What follows belongs to an exercise in optimizing a design on an open flow for small area; a production flow would make more cautious choices.
In this exercise RTL edits were held to simulation tests only and were not proved equivalent to the original.
Power is estimated from default activity; no workload was simulated.

Setup of v13:
==> flow/design.v <==
module branch_history_register #(parameter M = 4) (
    input logic clk,
    input logic reset,
    input logic branch_outcome,   
    output logic [M-1:0] bhr_out  
);
    always_ff @(posedge clk or posedge reset) begin
        if (reset)
            bhr_out <= '0;  
        else
            bhr_out <= {bhr_out[M-2:0], branch_outcome};  
    end
endmodule
module pht_nand2 (input logic a, input logic b, output logic y);
    assign y = ~(a & b);
endmodule
module pht_nand3 (input logic a, input logic b, input logic c, output logic y);
    assign y = ~(a & b & c);
endmodule
module pht_nand4 (input logic [3:0] a, output logic y);
    assign y = ~(&a);
endmodule
module pht_aoi222 (input logic [2:0] s, input logic [2:0] d, output logic y);
    assign y = ~((s[0] & d[0]) | (s[1] & d[1]) | (s[2] & d[2]));
endmodule
module pht_counter #(parameter N = 3) (
    input  logic         clk,
    input  logic         hold,      
    input  logic         col,       
    input  logic [N-1:0] rownew,    
    output logic [N-1:0] q
);
    always_ff @(posedge clk)
        q <= (q & {N{hold}}) | ({N{col}} & rownew);
endmodule
module pht_sel8 (
    input  logic [7:0] sel,
    input  logic [7:0] d,
    output logic       y
);
    logic [3:0] t;
    pht_aoi222 g0 (.s(sel[2:0]), .d(d[2:0]), .y(t[0]));
    pht_aoi222 g1 (.s(sel[5:3]), .d(d[5:3]), .y(t[1]));
    pht_nand2  g2 (.a(sel[6]), .b(d[6]), .y(t[2]));
    pht_nand2  g3 (.a(sel[7]), .b(d[7]), .y(t[3]));
    pht_nand4  g4 (.a(t), .y(y));
endmodule
module pht_sel16 (
    input  logic [15:0] sel,
    input  logic [15:0] d,
    output logic        y
);
    logic [5:0] t;
    logic [1:0] u;
    genvar i;
    generate
        for (i = 0; i < 5; i++) begin : g_a
            pht_aoi222 g (.s(sel[3*i +: 3]), .d(d[3*i +: 3]), .y(t[i]));
        end
    endgenerate
    pht_nand2 g5 (.a(sel[15]), .b(d[15]), .y(t[5]));
    pht_nand3 g6 (.a(t[0]), .b(t[1]), .c(t[2]), .y(u[0]));
    pht_nand3 g7 (.a(t[3]), .b(t[4]), .c(t[5]), .y(u[1]));
    assign y = u[0] | u[1];
endmodule
module pht_col #(parameter N = 3, parameter R = 8) (
    input  logic           clk,
    input  logic [R-1:0]   row_w,    
    input  logic [R-1:0]   row_r,    
    input  logic           col_w,    
    input  logic [R*N-1:0] rownew,
    output logic [N-1:0]   rd        
);
    logic [N-1:0] q [R-1:0];
    logic [R-1:0] qb [N-1:0];
    logic [R-1:0] hold;
    genvar gr, gb;
    generate
        for (gr = 0; gr < R; gr++) begin : g_r
            pht_nand2 hg (.a(row_w[gr]), .b(col_w), .y(hold[gr]));
            pht_counter #(N) ctr (
                .clk(clk), .hold(hold[gr]), .col(col_w),
                .rownew(rownew[gr*N +: N]), .q(q[gr])
            );
            for (gb = 0; gb < N; gb++) begin : g_b
                assign qb[gb][gr] = q[gr][gb];
            end
        end
        for (gb = 0; gb < N; gb++) begin : g_rd
            pht_sel8 rsel (.sel(row_r), .d(qb[gb]), .y(rd[gb]));
        end
    endgenerate
endmodule
module mnk_bit_predictor #(parameter K = 4,
                        parameter N = 2,
                        parameter M = 4
                        ) (
    input logic clk,
    input logic reset,
    input logic [K-1:0] index,
    input logic [M-1:0] bhr_in,
    input logic branch_outcome,        
    output logic prediction            
);
    localparam R = 1 << M;    
    localparam C = 1 << K;    
    logic [R-1:0] row_r, row_w;
    logic [C-1:0] col_r, col_w;
    logic [N-1:0] nxt;
    logic [R*N-1:0] rownew;
    logic [N-1:0] rd [C-1:0];
    logic [C-1:0] rdb [N-1:0];
    logic [N-1:0] cur;
    genvar gr, gc, gb;
    generate
        for (gr = 0; gr < R; gr++) begin : g_rsel
            assign row_r[gr] = (bhr_in == M'(gr));
            assign row_w[gr] = row_r[gr] | reset;
            assign rownew[gr*N +: N] = {N{row_w[gr]}} & nxt;
        end
        for (gc = 0; gc < C; gc++) begin : g_csel
            assign col_r[gc] = (index == K'(gc));
            assign col_w[gc] = col_r[gc] | reset;
        end
        for (gc = 0; gc < C; gc++) begin : g_c
            pht_col #(N, R) pcol (
                .clk(clk), .row_w(row_w), .row_r(row_r), .col_w(col_w[gc]),
                .rownew(rownew), .rd(rd[gc])
            );
            for (gb = 0; gb < N; gb++) begin : g_b
                assign rdb[gb][gc] = rd[gc][gb];
            end
        end
        for (gb = 0; gb < N; gb++) begin : g_rd
            pht_sel16 csel (.sel(col_r), .d(rdb[gb]), .y(cur[gb]));
        end
    endgenerate
    assign prediction = cur[N-1];
    always_comb begin
        if (reset)
            nxt = '0;
        else if (branch_outcome)
            nxt = (&cur) ? cur : cur + 1'b1;
        else
            nxt = (|cur) ? cur - 1'b1 : cur;
    end
endmodule
module predictor_top #(parameter M = 3, parameter K = 4, parameter N = 3) (
    input logic clk,
    input logic reset,
    input logic [K-1:0] index,
    input logic branch_outcome,  
    output logic prediction,      
    output logic success
);
    logic [M-1:0] bhr_out;
    branch_history_register #(M) bhr_inst (
        .clk(clk),
        .reset(reset),
        .branch_outcome(branch_outcome),
        .bhr_out(bhr_out)
    );
    mnk_bit_predictor #(K, N, M) pht_inst (
        .clk(clk),
        .reset(reset),
        .index(index),
        .bhr_in(bhr_out),
        .branch_outcome(branch_outcome),
        .prediction(prediction)
    );
    assign success = ~(prediction ^ branch_outcome);
endmodule
make LEC_CHECK=0 CAP_MARGIN=0 CORE_MARGIN=2 CORE_UTILIZATION=75 CTS_BUF_LIST='sky130_fd_sc_hd__clkbuf_8 sky130_fd_sc_hd__clkbuf_16' CTS_CLUSTER_DIAMETER=100 CTS_CLUSTER_SIZE=30 GPL_TIMING_DRIVEN=0 PLACE_DENSITY=0.9 SLEW_MARGIN=0 SYNTH_HIERARCHICAL=1 SYNTH_MINIMUM_KEEP_SIZE=0 finish   # period 6.0 ns
run.sh (not shown) runs the stock make flow with config.mk's settings and CLKGATE_MAP_FILE= SYNTH_SCRIPT=/design/flow/synth_recipe.tcl, a recipe that flattens the netlist after the stock synthesis.
### v13 -> v6
Settings: CORE_UTILIZATION changed from 75 to 60; PLACE_DENSITY changed from 0.9 to 0.75; GPL_TIMING_DRIVEN removed (was 0).
Results
- Comparing via count for v13 and v6, the smaller number came from v6.
- The lower peak per-stage delay on the critical path came out of v6.
- Going from v13 to v6, the fraction of the core area covered by cells at the end of the flow was found to have gone down by 18 points.
- For v13, the standard cell with the maximum stage delay on the critical path was dfrtp_1, unlike v6, where it was and2_2.
- Critical path arrival in v6 is 290 ps lower than in v13
- Diff v6..v13 | final-report hold violation count | unchanged
- The run showing the smaller average wire per standard cell is v6.
- When v6 is set beside v13, its filler-free cell count of the finished design turns out to be 78 larger.
- v6: layout overhead on the synthesized area lower than v13
- Routed wire length (v6 vs. v13) decreases slightly
- Diff v13 -> v6: total power closely matched the old numbers; setup slack of the critical path after layout increased by 290 ps relative to the old numbers.
diff inputs: v6 => v23
Settings: CTS_CLUSTER_DIAMETER: 100 -> 80; PLACE_DENSITY: 0.75 -> 0.9; CORE_UTILIZATION: 60 -> 75; CTS_BUF_LIST: sky130_fd_sc_hd__clkbuf_8 sky130_fd_sc_hd__clkbuf_16 -> sky130_fd_sc_hd__clkbuf_16.
--- outcome ---
v23 vs v6: number of global-route vias before repair up in v23
v23 finished end to end and its layout was clean on timing, DRC and antenna.
Re first-pass GRT wire length: v6 and v23 aren't equal, and the higher value belongs to v6.
Diff v6..v23 | proportion of power drawn by combinational gates | negligible
Delta (v23 minus v6): share of the final layout cell area in sequential cells now sits higher; area enclosed by the die boundary now sits lower; power after layout now sits lower; number of antenna violations at the first check in global routing now sits higher.
Re combined global-route utilization of all metal layers: v6 and v23 aren't equal, and the lower value belongs to v6.

separate check: timing with driven ports:
Ports are ideal in the flow. The routed layouts listed here were re-timed in OpenROAD.
Step 1 (the two cells are an assumption about what drives the block):
set clk [get_ports {clk}]
set_driving_cell -lib_cell sky130_fd_sc_hd__clkbuf_16 $clk
set_driving_cell -lib_cell sky130_fd_sc_hd__buf_2 [delete_from_list [all_inputs] $clk]
Step 2 also shifts input and output timing later by t, the mid clock arrival at the registers, as if the neighbouring blocks saw the same clock.
Three values: ideal, step 1, step 2; two values: the first two.
| run | shift t [ns] | setup WS [ns] | worst data-port slew with drivers (ns) |
|---|---|---|---|
| v13 | 0.565 | 0.175 / 0.125 / 0.108 | 0.05 |
| v6 | 0.575 | 0.464 / 0.410 / 0.736 | 0.05 |
| v23 | 0.566 | 0.501 / 0.451 / 0.777 | 0.07 |
After both steps setup and hold are still met in every run listed. The setup slack of v13, which loses most, moves by -0.050 ns with the drivers and by -0.067 ns with both steps.
